This design comes from an exercise in tuning for small area, a short achievable clock period and few clock cycles per item on the open sky130 flow, not from production work.
Function was checked by simulation only, so behaviour that the tests miss may differ from the original.

## multiplierIEEE754_verilog
module multiplierIEEE754_verilog(
    op1,
    op2,
    in_rdy,
    res,
    res_rdy,
    clk,
    rst
    );
==> flow/config.mk <==
export PLATFORM = sky130hd
export DESIGN_NAME = multiplierIEEE754_verilog
export DESIGN_NICKNAME = multiplierIEEE754_verilog
export VERILOG_FILES = /design/flow/design.v
export SDC_FILE = /design/flow/constraint.sdc
export NUM_CORES = 4
export LEC_CHECK = 0
export ABC_AREA = 1
export CAP_MARGIN = 20
export CORE_MARGIN = 2
export CORE_UTILIZATION = 40
export CTS_BUF_LIST = sky130_fd_sc_hd__clkbuf_4 sky130_fd_sc_hd__clkbuf_8
export PLACE_DENSITY = 0.7
export SETUP_SLACK_MARGIN = 2.5
export SLEW_MARGIN = 20
export SYNTH_HIERARCHICAL = 1
==> flow/constraint.sdc <==
create_clock -name core_clock -period 12.0 [get_ports {clk}]
set_input_delay 2.4000 -clock core_clock [delete_from_list [all_inputs] [get_ports {clk}]]
set_output_delay 2.4000 -clock core_clock [all_outputs]
set_load 0.01 [all_outputs]
standard.sh (not shown) runs the stock make flow with config.mk's settings and CLKGATE_MAP_FILE= SYNTH_SCRIPT=/design/flow/synth_recipe.tcl, a recipe that flattens the netlist after the stock synthesis.
==> flow/flow/run.sh <==
#!/bin/bash
# The standard layout (the standard.sh, all of ORFS from synthesis to
# finish), except that the input and output ports are buffered with buf_8
# cells instead of the cell buffer_ports picks by itself.
set -euo pipefail
bash standard.sh "BUFFER_PORTS_ARGS=-buffer_cell sky130_fd_sc_hd__buf_8" finish > standard_flow.log 2>&1
The baseline went through all stages and came out clean.
Testbench counts at the start, summed over its fixed seeds: cycles 6,488, items 3,200.
Change:
==> flow/flow/run.sh (replaced) <==
#!/bin/bash
# The standard layout (the standard.sh, all of ORFS from synthesis to
# finish), except that the input and output ports are buffered with buf_4
# cells instead of the cell buffer_ports picks by itself.
set -euo pipefail
bash standard.sh "BUFFER_PORTS_ARGS=-buffer_cell sky130_fd_sc_hd__buf_4" finish > standard_flow.log 2>&1
What happened:
- synthesized cell count stays the same
- cell area goes down by 2.4%
- global-route usage goes down by 0.34 points
- wire length goes down by 1.5%
- cell count is about the same
- sequential share of layout area goes up by 0.13 points
- hold slack degrades by 0.044 ns
- setup slack improves by 0.21 ns
- synthesized area stays the same
- first-iteration DRC count goes down by 9.7%

========
Setup of violet:
multiplierIEEE754_verilog again, from the RTL that the note above started with.
clock: 12.0 ns
lec_check: 0
cap_margin: 20
core_margin: 2
core_utilization: 40
setup_slack_margin: 2.5
slew_margin: 20
synth_hierarchical: 1
==> flow/flow/run.sh <==
#!/bin/bash
# The standard layout (the standard.sh, all of ORFS from synthesis to
# finish), except that the input and output ports are buffered with buf_4
# cells instead of the cell buffer_ports picks by itself.
set -euo pipefail
bash standard.sh "BUFFER_PORTS_ARGS=-buffer_cell sky130_fd_sc_hd__buf_4" finish > standard_flow.log 2>&1
Testbench counts of violet, summed over its fixed seeds: cycles 6,488, items 3,200.
Input changes introduced in xenon (baseline for comparison: violet):
# violet
export LEC_CHECK = 0
export CAP_MARGIN = 20
export CORE_MARGIN = 2
export CORE_UTILIZATION = 40
export SETUP_SLACK_MARGIN = 2.5
export SLEW_MARGIN = 20
export SYNTH_HIERARCHICAL = 1
create_clock -name core_clock -period 12.0 [get_ports {clk}]
# xenon
export LEC_CHECK = 0
export ABC_AREA = 1
export CAP_MARGIN = 20
export CORE_MARGIN = 2
export CORE_UTILIZATION = 40
export CTS_BUF_LIST = sky130_fd_sc_hd__clkbuf_4 sky130_fd_sc_hd__clkbuf_8
export PLACE_DENSITY = 0.7
export SETUP_SLACK_MARGIN = 2.75
export SLEW_MARGIN = 20
export SYNTH_HIERARCHICAL = 1
export TNS_END_PERCENT = 0
create_clock -name core_clock -period 12.0 [get_ports {clk}]
==> run notes <==
- xenon: full flow OK, the timing, design-rule and antenna checks passed
- Against violet, maximum number of pins on one net before global-route repair in xenon rose by more than a quarter.
- Run comparison: violet worst setup path startpoint op1[23]; xenon worst setup path startpoint op2[19]
- xenon against violet: first-pass GRT wire length saw a decrease, share of the cycle needed by the critical path after routing saw a decrease, minimum period implied by the final worst setup slack saw a decrease.
- Compared to violet, xenon has multi-input gate share of total cell area 0.79 points higher.
The inputs of raven differ from those of xenon as listed below.
# xenon
export LEC_CHECK = 0
export ABC_AREA = 1
export CAP_MARGIN = 20
export CORE_MARGIN = 2
export CORE_UTILIZATION = 40
export CTS_BUF_LIST = sky130_fd_sc_hd__clkbuf_4 sky130_fd_sc_hd__clkbuf_8
export PLACE_DENSITY = 0.7
export SETUP_SLACK_MARGIN = 2.75
export SLEW_MARGIN = 20
export SYNTH_HIERARCHICAL = 1
export TNS_END_PERCENT = 0
create_clock -name core_clock -period 12.0 [get_ports {clk}]
# raven
export LEC_CHECK = 0
export ABC_AREA = 1
export CAP_MARGIN = 20
export CORE_MARGIN = 2
export CORE_UTILIZATION = 40
export SETUP_SLACK_MARGIN = 1
export SLEW_MARGIN = 20
export SYNTH_HIERARCHICAL = 1
create_clock -name core_clock -period 12.0 [get_ports {clk}]
### Flow results
Result: PASS for each of raven and xenon
Measured against each other, raven and xenon differ in core utilization, the higher figure coming from xenon.
raven vs xenon: minimum clock period after layout up in raven
Across both runs, slew of the pin with the lowest slew margin was lower for raven than for xenon.
Row post-route fraction of the period consumed by the critical path: raven higher / xenon lower
The following lists how willow was set up differently from raven:
# raven
export LEC_CHECK = 0
export ABC_AREA = 1
export CAP_MARGIN = 20
export CORE_MARGIN = 2
export CORE_UTILIZATION = 40
export SETUP_SLACK_MARGIN = 1
export SLEW_MARGIN = 20
export SYNTH_HIERARCHICAL = 1
create_clock -name core_clock -period 12.0 [get_ports {clk}]
# willow
export LEC_CHECK = 0
export ABC_AREA = 1
export CAP_MARGIN = 20
export CORE_MARGIN = 2
export CORE_UTILIZATION = 40
export SETUP_SLACK_MARGIN = 3
export SLEW_MARGIN = 20
export SYNTH_HIERARCHICAL = 1
create_clock -name core_clock -period 12.0 [get_ports {clk}]
### Flow results
willow | stages: all done | timing, DRC, antenna: all pass. Transition at the pin with the smallest max-transition slack delta for willow relative to raven: 0.41 ns higher. A cell with the largest stage delay on the worst path of fa_2 is what willow shows, while xor2_1 belongs to raven. For willow, the destination of the critical timing path was qr_r[12], unlike raven, where it was res[27]. raven has a lower worst setup slack than willow.
### willow -> fjord
# willow
export LEC_CHECK = 0
export ABC_AREA = 1
export CAP_MARGIN = 20
export CORE_MARGIN = 2
export CORE_UTILIZATION = 40
export SETUP_SLACK_MARGIN = 3
export SLEW_MARGIN = 20
export SYNTH_HIERARCHICAL = 1
create_clock -name core_clock -period 12.0 [get_ports {clk}]
# fjord
export LEC_CHECK = 0
export ABC_AREA = 1
export CAP_MARGIN = 20
export CORE_MARGIN = 2
export CORE_UTILIZATION = 40
export SETUP_SLACK_MARGIN = 1.5
export SLEW_MARGIN = 20
export SYNTH_HIERARCHICAL = 1
create_clock -name core_clock -period 12.0 [get_ports {clk}]
### Flow results
- Every run (willow and fjord) finished clean.
- Re non-clock buffer count: willow was higher than fjord.
- Critical path depth ended up 1 higher on fjord than on willow.
- Delta (fjord minus willow): overall routing resource usage went down; last weighted congestion value of the routability-driven placer went down.

========
Setup of run 1:
multiplierIEEE754_verilog again, from the RTL that the note above started with.
// multiplierIEEE754_verilog
module multiplierIEEE754_verilog(
    op1,
    op2,
    in_rdy,
    res,
    res_rdy,
    clk,
    rst
    );
    input  wire [31:0] op1, op2;
    input  wire clk, in_rdy, rst;
    output reg  [31:0] res;
    output reg  res_rdy;
    wire [7:0]  e1 = op1[30:23];
    wire [7:0]  e2 = op2[30:23];
    wire [22:0] f1 = op1[22:0];
    wire [22:0] f2 = op2[22:0];
    wire        s1 = op1[31];
    wire        s2 = op2[31];
    wire        s  = s1 ^ s2;
    wire e1_max = &e1, e2_max = &e2;
    wire e1_0 = ~|e1, e2_0 = ~|e2;
    wire f1_0 = ~|f1, f2_0 = ~|f2;
    wire nan1 = e1_max & ~f1_0;
    wire nan2 = e2_max & ~f2_0;
    wire inf1 = e1_max & f1_0;
    wire inf2 = e2_max & f2_0;
    wire zer1 = e1_0 & f1_0;
    wire zer2 = e2_0 & f2_0;
    wire [8:0]  sum   = {1'b0, e1} + {1'b0, e2};
    wire [8:0]  t0    = sum - 9'd127;              
    wire        under = (sum < 9'd127);
    wire        dn    = e1_0 | e2_0;               
    wire        rare  = under | dn;
    wire [47:0] np;
    mul24 u_mul(.a({~e1_0, f1}), .b({~e2_0, f2}), .rn(rare), .p(np));
    wire [47:0] p = ~np;
    wire p47 = p[47];
    wire [22:0] fd = e1_0 ? f1 : f2;
    reg  [4:0]  lead;
    integer i;
    always @(*) begin
        lead = 5'd0;
        for (i = 0; i < 23; i = i + 1)
            if (fd[i]) lead = i[4:0];
    end
    wire [4:0]  a     = dn ? lead : 5'd0;
    wire [9:0]  b     = 10'd149 - {1'b0, sum};    
    wire        extra = b[9] | ({4'd0, a} > b[8:0]);
    wire [5:0]  rsh   = extra ? {1'b0, a} : b[5:0];
    wire        flush = ~extra & (b[8:0] >= 9'd48);
    wire [48:0] pv  = {p, 1'b0};
    wire [56:0] sh5 = rsh[5] ? {32'd0, pv[48:32]} : {8'd0, pv};
    wire [40:0] sh4 = rsh[4] ? sh5[56:16] : sh5[40:0];
    wire [32:0] sh3 = rsh[3] ? sh4[40:8]  : sh4[32:0];
    wire [28:0] sh2 = rsh[2] ? sh3[32:4]  : sh3[28:0];
    wire [26:0] sh1 = rsh[1] ? sh2[28:2]  : sh2[26:0];
    wire [25:0] sh0 = rsh[0] ? sh1[26:1]  : sh1[25:0];
    wire [25:0] y   = flush ? 26'd0 : sh0;
    wire        late  = extra & ~y[25];
    wire [24:0] qr    = late ? y[24:0] : y[25:1];
    reg         pend;
    reg  [24:0] qr_r;
    reg  [7:0]  eb_r;
    reg         s_r;
    wire [7:0]  eb_p = eb_r + 8'd1;
    wire [23:0] x  = pend ? qr_r[24:1] : p[47:24];
    wire        xc = pend ? qr_r[0] : (p[23] & p[22]);
    wire [24:0] q = {x, xc};
    wire [22:0] mr;
    wire        ovf;
  ...
clock: 12.0 ns
lec_check: 0
abc_area: 1
cap_margin: 20
core_margin: 2
core_utilization: 40
cts_buf_list: sky130_fd_sc_hd__clkbuf_4 sky130_fd_sc_hd__clkbuf_8
gpl_routability_driven: 0
place_density: 0.7
setup_slack_margin: 2.5
slew_margin: 20
synth_hierarchical: 1
Scripts as last shown in full above: flow/flow/run.sh
Testbench counts of run 1, summed over its fixed seeds: cycles 6,488, items 3,200.
The inputs of run 2 differ from those of run 1 as listed below.
- GPL_ROUTABILITY_DRIVEN removed (was 0)
- PLACE_DENSITY removed (was 0.7)
[summary]
Run 2 completed end to end with timing, DRC and antenna clean. From run 1 to run 2 the numbers moved as follows: worst hold-check slack went down 0.11 ns, fraction of cell area in non-clock buffers went down 0.38 points, layout overhead on the synthesized area went down 0.35 points, routed length per instance went up 4.2%. Run 2 gives more share of cell area taken by multi-input logic gates than run 1 did. Run 1 and run 2 ended up with nearly the same share of the final layout cell area in sequential cells. Run 2: routed length on met1 is about 6.6% higher than what run 1 reported. Looking only at final design instance area without fill, and setting everything else aside, the higher value of run 1 and run 2 goes to run 1. Summary of the comparison: worst setup slack is higher in run 2, relative to run 1.
For run 3, these inputs were changed with respect to run 2:
- SETUP_SLACK_MARGIN now 2.25, was 2.5
- PLACE_DENSITY now 0.7, previously not set
==> comparison <==
Having completed the whole flow, run 3 delivered a layout that passed the timing, design-rule and antenna checks.
Run 2 went all the way through the flow, and no timing, DRC or antenna check failed.
~same sequential share of layout area in run 3 and run 2
Of run 3 and run 2, the lower post-CTS setup buffer count belongs to run 3.
Run 3 -> run 2: leftover overflow at the end of global routing delta 0, exact match
In the metrics for run 3 and run 2, the one carrying the higher met3 track demand over resource is run 2.
| non-clock buffer count | run 3 vs run 2 | 2 lower |
A termination of the worst setup path of qr_r[23]$_DFF_P_ is what run 2 shows, while res[1]$_DFF_P_ belongs to run 3.
Relative to run 3, the following input files were edited for run 4:
- changing CORE_UTILIZATION from 40 to 55
- changing SETUP_SLACK_MARGIN from 2.25 to 2.5
- removing CTS_BUF_LIST (formerly sky130_fd_sc_hd__clkbuf_4 sky130_fd_sc_hd__clkbuf_8)
- removing PLACE_DENSITY (formerly 0.7)
## What came out
- Run 3 → run 4: hold slack moved down, met1 routed wirelength after detailed routing grew by about 12%.
- In the reports for run 4 and run 3, the smaller post-layout minimum cycle time belongs to run 4.
- Per the comparison of run 4 with run 3, number of buffers added for setup after CTS rose by 8, cell area saw an increase.
- Run comparison: run 4 capturing element of the worst setup path res[22]$_DFF_P_; run 3 capturing element of the worst setup path res[1]$_DFF_P_
Inputs modified between run 4 and run 5:
- TNS_END_PERCENT newly set to 0
- CORE_UTILIZATION changed from 55 to 40
- CTS_BUF_LIST newly set to sky130_fd_sc_hd__clkbuf_4 sky130_fd_sc_hd__clkbuf_8
- PLACE_DENSITY newly set to 0.7
Findings:

========
Another version of the RTL of multiplierIEEE754_verilog (not shown whole).
Size: roughly 68 flip-flops, about 24000 um^2 of cells after synthesis.
make LEC_CHECK=0 ABC_AREA=1 CAP_MARGIN=20 CORE_MARGIN=2 CORE_UTILIZATION=40 SETUP_SLACK_MARGIN=1.5 SLEW_MARGIN=20 SYNTH_HIERARCHICAL=1 finish   # period 12.0 ns
run.sh (not shown) runs the stock make flow with config.mk's settings and CLKGATE_MAP_FILE= SYNTH_SCRIPT=/design/flow/synth_recipe.tcl, a recipe that flattens the netlist after the stock synthesis.
Stock flow here: none of the scripts above is used.
The starting point passed the timing, design-rule and antenna checks.
Testbench counts at the start, summed over its fixed seeds: cycles 6,488, items 3,200.
Rerun with:
SETUP_SLACK_MARGIN = 0.5   (was 1.5)
Effect:
- setup slack loses 0.70 ns
- hold slack got worse by 0.0051 ns
- routed wire length fell by 2.2%
- design area drops by 2.3%
- sequential cell count stays the same
Rerun with:
==> flow/flow/run.sh (new file) <==
#!/bin/bash
# The standard layout (the standard.sh, all of ORFS from synthesis to
# finish), except that the input and output ports are buffered with buf_4
# cells instead of the cell buffer_ports picks by itself.
set -euo pipefail
bash standard.sh "BUFFER_PORTS_ARGS=-buffer_cell sky130_fd_sc_hd__buf_4" finish > standard_flow.log 2>&1
==> flow/standard.sh (new file) <==
#!/bin/bash
# synth_recipe.tcl (not shown) runs the flow's synth.tcl, then flattens the netlist and writes it again
# the make line also repeats each setting of config.mk as NAME=value (left out here)
make -C /OpenROAD-flow-scripts/flow DESIGN_CONFIG=/design/flow/config.mk WORK_HOME=/design/flow/orfs CLKGATE_MAP_FILE= SYNTH_SCRIPT=/design/flow/synth_recipe.tcl "${@:-finish}"
SETUP_SLACK_MARGIN = 1   (was 0.5)
removed: flow/run.sh
Outcome:
- routed wire length is lower by 3.4%
- register-to-register slack is better by 0.02 ns
- area after synthesis stays the same
- first-iteration DRC count is lower by 2.3%
- final area is lower by 2.7%
- non-clock buffer count is lower by 75
- via count is lower by 3.6%
Rerun with:
==> flow/run.sh (new file) <==
#!/bin/bash
# synth_recipe.tcl (not shown) runs the flow's synth.tcl, then flattens the netlist and writes it again
# the make line also repeats each setting of config.mk as NAME=value (left out here)
make -C /OpenROAD-flow-scripts/flow DESIGN_CONFIG=/design/flow/config.mk WORK_HOME=/design/flow/orfs CLKGATE_MAP_FILE= SYNTH_SCRIPT=/design/flow/synth_recipe.tcl finish
removed: flow/flow/run.sh
removed: flow/standard.sh
Synthesized area is unchanged.
Worst setup slack got worse by 0.17 ns.
Routed wire length went up by 3.9%.
Final area grows by 3.6%.
Global-route usage rises by 0.75 points.
Synthesized cell count is unchanged.

## afterwards: timing with drivers on the ports
No port has a modelled driver above. Below, the same layouts with a new extraction and two added sets of constraints.
Step 1: set_driving_cell puts a clkbuf_16 on clk and a buf_2 on each other input, an assumption about the parent block.
Step 2 also shifts input and output timing later by t, the mid clock arrival at the registers, as if the neighbouring blocks saw the same clock.
Slacks: no drivers / after step 1 / after step 2; pairs: no drivers / after step 1.
run	shift t [ns]	setup WS [ns]	worst hold slack (ns)	worst setup path after step 2	latest minus earliest clock arrival (ns)
the first run of note 1	0.436	2.653 / 2.632 / 2.196	0.689 / 0.689 / 0.689	input to register	0.027 / 0.026
the second run of note 1	0.437	2.862 / 2.829 / 2.392	0.645 / 0.645 / 0.645	input to register	0.024 / 0.024
violet	0.374	2.001 / 1.921 / 1.547	0.459 / 0.459 / 0.459	input to register	0.007 / 0.007
xenon	0.415	2.895 / 2.737 / 2.321	0.668 / 0.668 / 0.668	input to register	0.029 / 0.029
raven	0.402	1.694 / 1.709 / 1.306	0.503 / 0.503 / 0.503	input to register	0.014 / 0.013
willow	0.396	2.913 / 2.705 / 2.309	0.492 / 0.492 / 0.492	input to register	0.016 / 0.016
fjord	0.402	2.085 / 2.097 / 1.695	0.503 / 0.503 / 0.503	input to register	0.012 / 0.012
run 1	0.438	2.753 / 2.723 / 2.286	0.618 / 0.618 / 0.618	input to register	0.027 / 0.027
run 2	0.442	2.788 / 2.747 / 2.305	0.506 / 0.506 / 0.506	input to register	0.019 / 0.018
run 3	0.438	2.536 / 2.538 / 2.101	0.644 / 0.644 / 0.644	input to register	0.023 / 0.023
run 4	0.396	2.690 / 2.668 / 2.272	0.579 / 0.579 / 0.579	input to register	0.021 / 0.021
run 5	0.436	2.767 / 2.731 / 2.294	0.642 / 0.642 / 0.642	input to register	0.025 / 0.025
the first run of note 4	0.406	1.696 / 1.695 / 1.289	0.522 / 0.522 / 0.522	input to register	0.010 / 0.010
the second run of note 4	0.404	0.993 / 1.008 / 0.604	0.517 / 0.517 / 0.517	input to register	0.011 / 0.011
the third run of note 4	0.403	1.571 / 1.583 / 1.180	0.557 / 0.557 / 0.557	input to register	0.016 / 0.016
the fourth run of note 4	0.404	1.400 / 1.416 / 1.011	0.516 / 0.516 / 0.516	input to register	0.010 / 0.011
After both steps every run listed still meets setup and hold. For willow, which loses most, drivers alone change the setup slack by -0.208 ns; drivers and shift together by -0.604 ns.
